Source: an optimization exercise on an open RTL-to-GDS flow (aim: small area, a short achievable clock period and few clock cycles). Production flows keep margins and buffers that such runs may drop.
At most, simulation tests tie the RTL to the original design; equivalence was not proved.

## mv_mul
module mv_mul #(
    parameter SHAPE_M       = 2,
    parameter SHAPE_N       = 8,
    parameter ELEMENT_WIDTH = 9,
    parameter CTRL_C_WIDTH  = 16,
    parameter DEPTH_WARP    = 4
) (
    input  wire                              clk,
    input  wire                              rst_n,
    input  wire [SHAPE_M*SHAPE_N*ELEMENT_WIDTH-1:0]  a_i,
    input  wire [SHAPE_N*ELEMENT_WIDTH-1:0]  b_i,
    input  wire [2:0]                        rm_i,
    input  wire [7:0]                        ctrl_reg_idxw_i,
    input  wire [DEPTH_WARP-1:0]             ctrl_warpid_i,
    input  wire                              in_valid_i,
    output reg                               in_ready_o,
    output reg                               out_valid_o,
    input  wire                              out_ready_i,
    output reg  [SHAPE_M*ELEMENT_WIDTH-1:0]  result_o,
    output reg  [4:0]                        fflags_o
);
==> module mv_mul, before the edit <==
module mv_mul #(
    parameter SHAPE_M       = 2,
    parameter SHAPE_N       = 8,
    parameter ELEMENT_WIDTH = 9,
    parameter CTRL_C_WIDTH  = 16,
    parameter DEPTH_WARP    = 4
) (
    input  wire                              clk,
    input  wire                              rst_n,
    input  wire [SHAPE_M*SHAPE_N*ELEMENT_WIDTH-1:0]  a_i,
    input  wire [SHAPE_N*ELEMENT_WIDTH-1:0]  b_i,
    input  wire [2:0]                        rm_i,
    input  wire [7:0]                        ctrl_reg_idxw_i,
    input  wire [DEPTH_WARP-1:0]             ctrl_warpid_i,
    input  wire                              in_valid_i,
    output reg                               in_ready_o,
    output reg                               out_valid_o,
    input  wire                              out_ready_i,
    output reg  [SHAPE_M*ELEMENT_WIDTH-1:0]  result_o,
    output reg  [4:0]                        fflags_o
);
    reg [9:0]  ph;           
    reg        ph0;
    reg        top;          
    wire       acc = in_valid_i & in_ready_o;
    always @(posedge clk or negedge rst_n) begin
        if (!rst_n) begin
            ph0        <= 1'b1;
            ph         <= 10'd0;
            in_ready_o <= 1'b0;
            top        <= 1'b0;
        end else begin
            ph0        <= !in_valid_i | ph[9];
            ph         <= in_valid_i ? {ph[8:0], ph0} : 10'd0;
            in_ready_o <= in_valid_i & ph[8];
            top        <= in_valid_i & (ph[4] | ph[8]);
        end
    end
    always @(posedge clk or negedge rst_n) begin
        if (!rst_n)
            out_valid_o <= 1'b0;
        else if (acc)
            out_valid_o <= 1'b1;
        else if (out_ready_i)
            out_valid_o <= 1'b0;
    end
    wire [7:0] slot = {ph[6:0], ph0};
    wire [3:0] csel = slot[3:0] | slot[7:4];
    reg  [8:0] ma0, ma1, mb0, mb1;
    integer t;
    always @(*) begin
        ma0 = 9'd0; ma1 = 9'd0; mb0 = 9'd0; mb1 = 9'd0;
        for (t = 0; t < 8; t = t + 1) begin
            ma0 = ma0 | ({9{slot[t]}} & a_i[(t[2]*8 + {t[0], t[1]})*9 +: 9]);
            ma1 = ma1 | ({9{slot[t]}} & a_i[(t[2]*8 + {t[0], t[1]} + 4)*9 +: 9]);
        end
        for (t = 0; t < 4; t = t + 1) begin
            mb0 = mb0 | ({9{csel[t]}} & b_i[{t[0], t[1]}*9 +: 9]);
            mb1 = mb1 | ({9{csel[t]}} & b_i[({t[0], t[1]} + 4)*9 +: 9]);
        end
    end
    wire [8:0] p0, p1;
    fp9_mul u_mul0 (.a(ma0), .b(mb0), .y(p0));
    fp9_mul u_mul1 (.a(ma1), .b(mb1), .y(p1));
    reg [8:0] pa, pb;        
    reg [8:0] s0, s1;        
    reg [8:0] t0;            
    always @(posedge clk) begin
        pa <= p0;
        pb <= p1;
    end
    wire [8:0] l1;
    fp9_add_ns u_add1 (.a(pa), .b(pb), .y(l1));
    wire [8:0] l2;
    always @(posedge clk) begin
        s0 <= l1;
        s1 <= (ph[4] | ph[8]) ? l2 : s0;
    end
    fp9_add u_add2 (.a(top ? t0 : s1), .b(top ? s1 : s0), .y(l2));
    always @(posedge clk) begin
        if (ph[2] | ph[6]) t0 <= l2;
        if (ph[5])         result_o[8:0]  <= l2;
        if (ph[9])         result_o[17:9] <= l2;
    end
    wire ov0 = &result_o[7:3];
    wire ov1 = &result_o[16:12];
    always @(*) begin
        fflags_o = {2'b00, (ov0 & |result_o[2:0]) | (ov1 & |result_o[11:9]), 1'b0, ov0 | ov1};
    end
endmodule
Settings: LEC_CHECK=0, ABC_AREA=1, CAP_MARGIN=20, CORE_MARGIN=2, CORE_UTILIZATION=40, SETUP_SLACK_MARGIN=3, SLEW_MARGIN=20; clock period 10.0 ns.
standard.sh (not shown) runs the stock make flow with config.mk's settings and CLKGATE_MAP_FILE= SYNTH_SCRIPT=/design/flow/synth_recipe.tcl, a recipe that flattens the netlist after the stock synthesis.
==> flow/flow/run.sh <==
#!/bin/bash
# The standard layout (the standard.sh: floorplan, power grid, placement,
# CTS, routing) with two changes:
# - synthesis is the standard one (synth_recipe.tcl, same registers and names)
#   except for the combinational mapping: no full-adder extraction, no
#   Kogge-Stone adder map, and ABC script flow/map.abc (logic rewriting, then area-oriented mapping with upsizing)
#   (flow/my_synth.tcl);
# - the buffers that placement puts on every input and output port are the
#   plain sky130 buf_1 instead of the default clkdlybuf4s50 delay cell.
set -euo pipefail
W=$PWD
FLOW_SYNTH_TCL=$W/synth_recipe.tcl bash standard.sh \
  SYNTH_SCRIPT=$W/flow/my_synth.tcl ADDER_MAP_FILE= SYNTH_OPERATIONS_ARGS=-nofsm \
  'BUFFER_PORTS_ARGS=-buffer_cell sky130_fd_sc_hd__buf_1' finish > standard_flow.log 2>&1
==> flow/flow/map.abc <==
strash
dc2
balance
rewrite
refactor
balance
rewrite
rewrite -z
balance
refactor -z
rewrite -z
balance
dc2
balance
rewrite
refactor
balance
rewrite
rewrite -z
balance
refactor -z
rewrite -z
balance
dch -f
map -a {D}
topo
buffer
upsize {D}
dnsize {D}
==> flow/flow/my_synth.tcl <==
# Synthesis script for flow/run.sh: synth_recipe.tcl (the standard synthesis,
# named by FLOW_SYNTH_TCL) with the technology mapping done by flow/map.abc
# instead of ORFS's abc_area/abc_speed script. Registers are untouched: ABC
# only maps the combinational logic.
set map_script [file join [file dirname [file normalize [info script]]] map.abc]
proc abc {args} {
  set i [lsearch -exact $args -script]
  if {$i >= 0} { set args [lreplace $args $i [expr {$i + 1}]] }
  yosys abc -script $::map_script {*}$args
}
source $::env(FLOW_SYNTH_TCL)
Next try:
--- a/flow/design.v
+++ b/flow/design.v
@@ -1998,27 +1998,28 @@
     end
     wire [8:0] p0, p1;
     fp9_mul u_mul0 (.a(ma0), .b(mb0), .y(p0));
     fp9_mul u_mul1 (.a(ma1), .b(mb1), .y(p1));
     reg [8:0] pa, pb;        
     reg [8:0] s0, s1;        
-    reg [8:0] t0;            
+    reg [8:0] t0, t1;        
     always @(posedge clk) begin
         pa <= p0;
         pb <= p1;
     end
     wire [8:0] l1;
     fp9_add_ns u_add1 (.a(pa), .b(pb), .y(l1));
-    wire [8:0] l2;
     always @(posedge clk) begin
         s0 <= l1;
-        s1 <= (ph[4] | ph[8]) ? l2 : s0;
+        s1 <= s0;
     end
-    fp9_add u_add2 (.a(top ? t0 : s1), .b(top ? s1 : s0), .y(l2));
+    wire [8:0] l2;
+    fp9_add u_add2 (.a(top ? t0 : s1), .b(top ? t1 : s0), .y(l2));
     always @(posedge clk) begin
         if (ph[2] | ph[6]) t0 <= l2;
+        if (ph[4] | ph[8]) t1 <= l2;
         if (ph[5])         result_o[8:0]  <= l2;
         if (ph[9])         result_o[17:9] <= l2;
     end
     wire ov0 = &result_o[7:3];
     wire ov1 = &result_o[16:12];
     always @(*) begin
Result: The new run finished with timing, DRC and antenna clean; critical path depth goes up by 2; final area grows by 2.8%; flip-flop and latch count grows by 9; count of clock-buffer cells in the layout is higher by 1; worst setup slack degrades by 0.027 ns; register-to-register slack got worse by 0.03 ns.
Testbench counts after the change, summed over its fixed seeds: cycles 22,536.
Function not checked in the first run of this note: the RTL went through the layout flow alone.


mv_mul, a different RTL version from the one above (not shown whole).
Size: about 2,000 cells after synthesis, ~82 flip-flops, roughly 260 I/O pins, about 12,000 um2 of cells after synthesis.
==> module mv_mul, before the edit <==
module mv_mul #(
    parameter SHAPE_M       = 2,
    parameter SHAPE_N       = 8,
    parameter ELEMENT_WIDTH = 9,
    parameter CTRL_C_WIDTH  = 16,
    parameter DEPTH_WARP    = 4
) (
    input  wire                              clk,
    input  wire                              rst_n,
    input  wire [SHAPE_M*SHAPE_N*ELEMENT_WIDTH-1:0]  a_i,
    input  wire [SHAPE_N*ELEMENT_WIDTH-1:0]  b_i,
    input  wire [2:0]                        rm_i,
    input  wire [7:0]                        ctrl_reg_idxw_i,
    input  wire [DEPTH_WARP-1:0]             ctrl_warpid_i,
    input  wire                              in_valid_i,
    output reg                               in_ready_o,
    output reg                               out_valid_o,
    input  wire                              out_ready_i,
    output reg  [SHAPE_M*ELEMENT_WIDTH-1:0]  result_o,
    output reg  [4:0]                        fflags_o
);
    reg  [3:0] cnt;
    wire       acc = in_valid_i & in_ready_o;
    reg        top, we_t0, we_t1, we_r0;
    wire [3:0] cnt_n = (in_valid_i && !in_ready_o) ? cnt + 4'd1 : 4'd0;
    always @(posedge clk or negedge rst_n) begin
        if (!rst_n) begin
            cnt        <= 4'd0;
            in_ready_o <= 1'b0;
            top        <= 1'b0;
            we_t0      <= 1'b0;
            we_t1      <= 1'b0;
            we_r0      <= 1'b0;
        end else begin
            cnt        <= cnt_n;
            in_ready_o <= in_valid_i && !in_ready_o && (cnt == 4'd9);
            top        <= (cnt_n == 4'd6) | (cnt_n == 4'd10);
            we_t0      <= (cnt_n == 4'd3) | (cnt_n == 4'd7);
            we_t1      <= (cnt_n == 4'd5) | (cnt_n == 4'd9);
            we_r0      <= (cnt_n == 4'd6);
        end
    end
    always @(posedge clk or negedge rst_n) begin
        if (!rst_n)
            out_valid_o <= 1'b0;
        else if (acc)
            out_valid_o <= 1'b1;
        else if (out_ready_i)
            out_valid_o <= 1'b0;
    end
    wire [1:0] col = {cnt[0], cnt[1]};
    wire       row = cnt[2];
    wire [71:0] a_row = row ? a_i[143:72] : a_i[71:0];
    wire [8:0] ma0 = a_row[col*9 +: 9];
    wire [8:0] ma1 = a_row[(col+4)*9 +: 9];
    wire [8:0] mb0 = b_i[col*9 +: 9];
    wire [8:0] mb1 = b_i[(col+4)*9 +: 9];
    wire [8:0] p0, p1;
    fp9_mul u_mul0 (.a(ma0), .b(mb0), .y(p0));
    fp9_mul u_mul1 (.a(ma1), .b(mb1), .y(p1));
    reg [8:0] pa, pb;        
    reg [8:0] s0, s1;        
    reg [8:0] t0, t1;        
    always @(posedge clk) begin
        pa <= p0;
        pb <= p1;
    end
    wire [8:0] l1;
    fp9_add u_add1 (.a(pa), .b(pb), .y(l1));
    always @(posedge clk) begin
        s0 <= l1;
        s1 <= s0;
    end
    wire [8:0] l2;
    fp9_add u_add2 (.a(top ? t0 : s1), .b(top ? t1 : s0), .y(l2));
    always @(posedge clk) begin
        if (we_t0) t0 <= l2;
        if (we_t1) t1 <= l2;
        if (we_r0) result_o[8:0]  <= l2;
        if (acc)   result_o[17:9] <= l2;
    end
    wire ov0 = &result_o[7:3];
    wire ov1 = &result_o[16:12];
    always @(*) begin
        fflags_o = {2'b00, (ov0 & |result_o[2:0]) | (ov1 & |result_o[11:9]), 1'b0, ov0 | ov1};
    end
endmodule
==> flow/config.mk <==
export PLATFORM = sky130hd
export DESIGN_NAME = mv_mul
export DESIGN_NICKNAME = mv_mul
export VERILOG_FILES = /design/flow/design.v
export SDC_FILE = /design/flow/constraint.sdc
export NUM_CORES = 4
export LEC_CHECK = 0
export ABC_AREA = 1
export CAP_MARGIN = 20
export CORE_MARGIN = 2
export CORE_UTILIZATION = 40
export SETUP_SLACK_MARGIN = 2.5
export SLEW_MARGIN = 20
==> flow/constraint.sdc <==
create_clock -name core_clock -period 10.0 [get_ports {clk}]
set_input_delay 2.0000 -clock core_clock [delete_from_list [all_inputs] [get_ports {clk}]]
set_output_delay 2.0000 -clock core_clock [all_outputs]
set_load 0.01 [all_outputs]
run.sh (not shown) runs the stock make flow with config.mk's settings and CLKGATE_MAP_FILE= SYNTH_SCRIPT=/design/flow/synth_recipe.tcl, a recipe that flattens the netlist after the stock synthesis.
Stock flow here: none of the scripts above is used.
==> next run, changes <==
--- a/flow/design.v
+++ b/flow/design.v
@@ -419,27 +419,23 @@
     input  wire                              out_ready_i,
     output reg  [SHAPE_M*ELEMENT_WIDTH-1:0]  result_o,
     output reg  [4:0]                        fflags_o
 );
-    reg  [3:0] cnt;
+    reg [9:0]  ph;           
+    reg        ph0;
+    reg        top;          
     wire       acc = in_valid_i & in_ready_o;
-    reg        top, we_t0, we_t1, we_r0;
-    wire [3:0] cnt_n = (in_valid_i && !in_ready_o) ? cnt + 4'd1 : 4'd0;
     always @(posedge clk or negedge rst_n) begin
         if (!rst_n) begin
-            cnt        <= 4'd0;
+            ph0        <= 1'b1;
+            ph         <= 10'd0;
             in_ready_o <= 1'b0;
             top        <= 1'b0;
-            we_t0      <= 1'b0;
-            we_t1      <= 1'b0;
-            we_r0      <= 1'b0;
         end else begin
-            cnt        <= cnt_n;
-            in_ready_o <= in_valid_i && !in_ready_o && (cnt == 4'd9);
-            top        <= (cnt_n == 4'd6) | (cnt_n == 4'd10);
-            we_t0      <= (cnt_n == 4'd3) | (cnt_n == 4'd7);
-            we_t1      <= (cnt_n == 4'd5) | (cnt_n == 4'd9);
-            we_r0      <= (cnt_n == 4'd6);
+            ph0        <= !in_valid_i | ph[9];
+            ph         <= in_valid_i ? {ph[8:0], ph0} : 10'd0;
+            in_ready_o <= in_valid_i & ph[8];
+            top        <= in_valid_i & (ph[4] | ph[8]);
         end
     end
     always @(posedge clk or negedge rst_n) begin
         if (!rst_n)
@@ -448,15 +444,23 @@
             out_valid_o <= 1'b1;
         else if (out_ready_i)
             out_valid_o <= 1'b0;
     end
-    wire [1:0] col = {cnt[0], cnt[1]};
-    wire       row = cnt[2];
-    wire [71:0] a_row = row ? a_i[143:72] : a_i[71:0];
-    wire [8:0] ma0 = a_row[col*9 +: 9];
-    wire [8:0] ma1 = a_row[(col+4)*9 +: 9];
-    wire [8:0] mb0 = b_i[col*9 +: 9];
-    wire [8:0] mb1 = b_i[(col+4)*9 +: 9];
+    wire [7:0] slot = {ph[6:0], ph0};
+    wire [3:0] csel = slot[3:0] | slot[7:4];
+    reg  [8:0] ma0, ma1, mb0, mb1;
+    integer t;
+    always @(*) begin
+        ma0 = 9'd0; ma1 = 9'd0; mb0 = 9'd0; mb1 = 9'd0;
+        for (t = 0; t < 8; t = t + 1) begin
+            ma0 = ma0 | ({9{slot[t]}} & a_i[(t[2]*8 + {t[0], t[1]})*9 +: 9]);
+            ma1 = ma1 | ({9{slot[t]}} & a_i[(t[2]*8 + {t[0], t[1]} + 4)*9 +: 9]);
+        end
+        for (t = 0; t < 4; t = t + 1) begin
+            mb0 = mb0 | ({9{csel[t]}} & b_i[{t[0], t[1]}*9 +: 9]);
+            mb1 = mb1 | ({9{csel[t]}} & b_i[({t[0], t[1]} + 4)*9 +: 9]);
+        end
+    end
     wire [8:0] p0, p1;
     fp9_mul u_mul0 (.a(ma0), .b(mb0), .y(p0));
     fp9_mul u_mul1 (.a(ma1), .b(mb1), .y(p1));
     reg [8:0] pa, pb;        
@@ -474,12 +478,12 @@
     end
     wire [8:0] l2;
     fp9_add u_add2 (.a(top ? t0 : s1), .b(top ? t1 : s0), .y(l2));
     always @(posedge clk) begin
-        if (we_t0) t0 <= l2;
-        if (we_t1) t1 <= l2;
-        if (we_r0) result_o[8:0]  <= l2;
-        if (acc)   result_o[17:9] <= l2;
+        if (ph[2] | ph[6]) t0 <= l2;
+        if (ph[4] | ph[8]) t1 <= l2;
+        if (ph[5])         result_o[8:0]  <= l2;
+        if (ph[9])         result_o[17:9] <= l2;
     end
     wire ov0 = &result_o[7:3];
     wire ov1 = &result_o[16:12];
     always @(*) begin
Result: Wire length fell by 6.0%; setup slack is worse by 0.061 ns; worst hold slack is better by 0.018 ns; synthesized cell count fell by 5.9%; fmax fell by 0.86%; count of clock-buffer cells in the layout is unchanged.
No functional check of the RTL was part of any run of this note.

static timing again, ports no longer ideal:
How much do the figures lean on ideal ports? The routed layouts below were timed once more, with nothing changed but the port constraints.
Step 1: set_driving_cell puts a clkbuf_16 on clk and a buf_2 on each other input, an assumption about the parent block.
Step 2 also shifts input and output timing later by t, the mid clock arrival at the registers, as if the neighbouring blocks saw the same clock.
Slacks: no drivers / after step 1 / after step 2; pairs: no drivers / after step 1.
run | t (ns) | slack for setup (ns) | worst hold slack (ns) | latest minus earliest clock arrival (ns) | pins driven straight from the clock port
the first run of note 1 | 0.381 | 3.642 / 3.642 / 3.571 | 0.473 / 0.473 / 0.473 | 0.011 / 0.011 | 1
the second run of note 1 | 0.378 | 3.616 / 3.616 / 3.616 | 0.351 / 0.351 / 0.351 | 0.008 / 0.008 | 1
the first run of note 2 | 0.382 | 2.987 / 2.999 / 2.617 | 0.369 / 0.369 / 0.369 | 0.009 / 0.008 | 1
the second run of note 2 | 0.376 | 2.926 / 2.947 / 2.572 | 0.386 / 0.386 / 0.386 | 0.013 / 0.013 | 1
After both steps every run listed still meets setup and hold. For the first run of note 2, which loses most, drivers alone change the setup slack by +0.012 ns; drivers and shift together by -0.370 ns.
